Background: an optimization exercise with open tools, aiming at small area, a short achievable clock period and few clock cycles. Do not read the settings as production practice. Power and IR drop assume default switching activity.

Setup of v14:
// md5
module md5(
    input clk,
    input reset_n,
    input done,
    input [63:0] pwd,
    output [127:0] hash_pwd,
    output en
);
reg [31:0] p, b, c, d;
reg [6:0] cnt;
reg en_r;
wire job = reset_n & done;
wire [6:0] cnt_n = !job ? 7'd0 : (cnt == 7'd68) ? cnt : cnt + 7'd1;
reg ld, hold, run, sel0, sel1;
reg [3:0] rf_n;    
reg [3:0] rj;      
reg [3:0] rt;      
always @(*) begin
    rf_n = 4'd0;
    if (cnt_n >= 7'd1 && cnt_n <= 7'd16) rf_n = 4'd1;
    if (cnt_n >= 7'd17 && cnt_n <= 7'd32) rf_n = 4'd2;
    if (cnt_n >= 7'd33 && cnt_n <= 7'd48) rf_n = 4'd4;
    if (cnt_n >= 7'd49 && cnt_n <= 7'd64) rf_n = 4'd8;
end
always @(posedge clk) begin
    ld <= !job;
    hold <= (cnt_n == 7'd68);
    run <= (cnt_n >= 7'd1) && (cnt_n <= 7'd64);
    sel0 <= (cnt_n == 7'd0) | (cnt_n == 7'd19) | (cnt_n == 7'd41) | (cnt_n == 7'd48);
    sel1 <= (cnt_n == 7'd1) | (cnt_n == 7'd16) | (cnt_n == 7'd36) | (cnt_n == 7'd55);
    rj <= 4'd0; rt <= 4'd0;
    case (cnt_n)
        7'd1: begin rj <= 4'd1; rt <= 4'd8; end
        7'd2: begin rj <= 4'd2; rt <= 4'd8; end
        7'd3: begin rj <= 4'd4; rt <= 4'd8; end
        7'd4: begin rj <= 4'd8; rt <= 4'd4; end
        7'd5: begin rj <= 4'd1; rt <= 4'd8; end
        7'd6: begin rj <= 4'd2; rt <= 4'd8; end
        7'd7: begin rj <= 4'd4; rt <= 4'd8; end
        7'd8: begin rj <= 4'd8; rt <= 4'd4; end
        7'd9: begin rj <= 4'd1; rt <= 4'd8; end
        7'd10: begin rj <= 4'd2; rt <= 4'd8; end
        7'd11: begin rj <= 4'd4; rt <= 4'd8; end
        7'd12: begin rj <= 4'd8; rt <= 4'd4; end
        7'd13: begin rj <= 4'd1; rt <= 4'd8; end
        7'd14: begin rj <= 4'd2; rt <= 4'd8; end
        7'd15: begin rj <= 4'd4; rt <= 4'd8; end
        7'd16: begin rj <= 4'd8; rt <= 4'd4; end
        7'd17: begin rj <= 4'd1; rt <= 4'd2; end
        7'd18: begin rj <= 4'd2; rt <= 4'd1; end
        7'd19: begin rj <= 4'd4; rt <= 4'd1; end
        7'd20: begin rj <= 4'd8; rt <= 4'd1; end
  ...
export LEC_CHECK = 0
export ABC_AREA = 1
export CAP_MARGIN = 40
export CORE_MARGIN = 2
export CORE_UTILIZATION = 40
export PLACE_DENSITY = 0.6
export SLEW_MARGIN = 30
create_clock -name core_clock -period 16.0 [get_ports {clk}]
standard.sh (not shown) runs the stock make flow with config.mk's settings and CLKGATE_MAP_FILE= SYNTH_SCRIPT=/design/flow/synth_recipe.tcl, a recipe that flattens the netlist after the stock synthesis.
==> flow/flow/run.sh <==
#!/bin/bash
# Own flow: the standard layout (standard.sh, unchanged synthesis, SDC and
# clock period), with OpenROAD's timing repair asked to leave a larger setup
# margin than the standard settings allow, so that it works on the paths that
# set the achieved period. All tool output goes to standard.log here.
set -o pipefail
MARGIN=$(cat flow/margin.txt)
bash standard.sh SETUP_SLACK_MARGIN=$MARGIN finish > standard.log 2>&1
==> flow/flow/margin.txt <==
11
v14 | status: complete | timing, DRC, antenna: pass
Input changes introduced in v29 (baseline for comparison: v14):
==> flow/flow/margin.txt <==
10
Results
- v29 ends up with a final clock period utilization by the worst path that is 2.0 points higher than in v14.
- NOTE wire length v14->v29 decreased by a little under 10%
- In the metrics for v29 and v14, the one carrying the lower total clock buffers created by CTS is v29.
- In the tables for v29 and v14, fraction of standard cell area in multi-input logic reads lower with v29.
- Going from v14 to v29, estimated wirelength of the detail-placed design lower; count of clock-buffer cells in the layout shows an increase of 4.
For v17, these inputs were changed with respect to v29:
==> flow/flow/margin.txt <==
12
### Flow results
Delta (v17 minus v29): count of routing violations after the opening detailed-route iteration increased by 744 relative to the old numbers; required time of the critical path now sits at about the same level; starting density of the core did not really move; minimum period implied by the final worst setup slack now sits lower. Per the comparison of v17 with v29, first-pass GRT wire length now larger, site row count stayed essentially flat, sequential cell fraction of total power saw a decrease, routed wire length moved up, power went up 570 uW. When v17 is measured against v29, its post-route worst hold slack turns out 0.041 ns lower.
No run of this note included a check of the RTL's function; only the layout flow was run.

-- what the ideal ports hide --
No port has a modelled driver above. Below, the same layouts with a new extraction and two added sets of constraints. Step 1: set_driving_cell puts a clkbuf_16 on clk and a buf_2 on each other input, an assumption about the parent block. Step 2 times the ports against the registers' clock, not the clock port: input delays grow and output delays shrink by t, the midpoint of the rising clock arrivals with the driver on. Three values: ideal, step 1, step 2; two values: the first two.
run | t (ns) | setup WS [ns] | worst hold slack (ns) | worst slew at a driven data input, ns
v14 | 0.634 | 10.422 / 10.437 / 9.803 | 0.515 / 0.515 / 0.515 | 0.05
v29 | 0.609 | 10.103 / 10.130 / 9.521 | 0.568 / 0.568 / 0.568 | 0.05
v17 | 0.623 | 10.294 / 10.335 / 9.712 | 0.527 / 0.527 / 0.527 | 0.06
After both steps every run listed still meets setup and hold. The setup slack of v14, which loses most, moves by +0.015 ns with the drivers and by -0.619 ns with both steps.
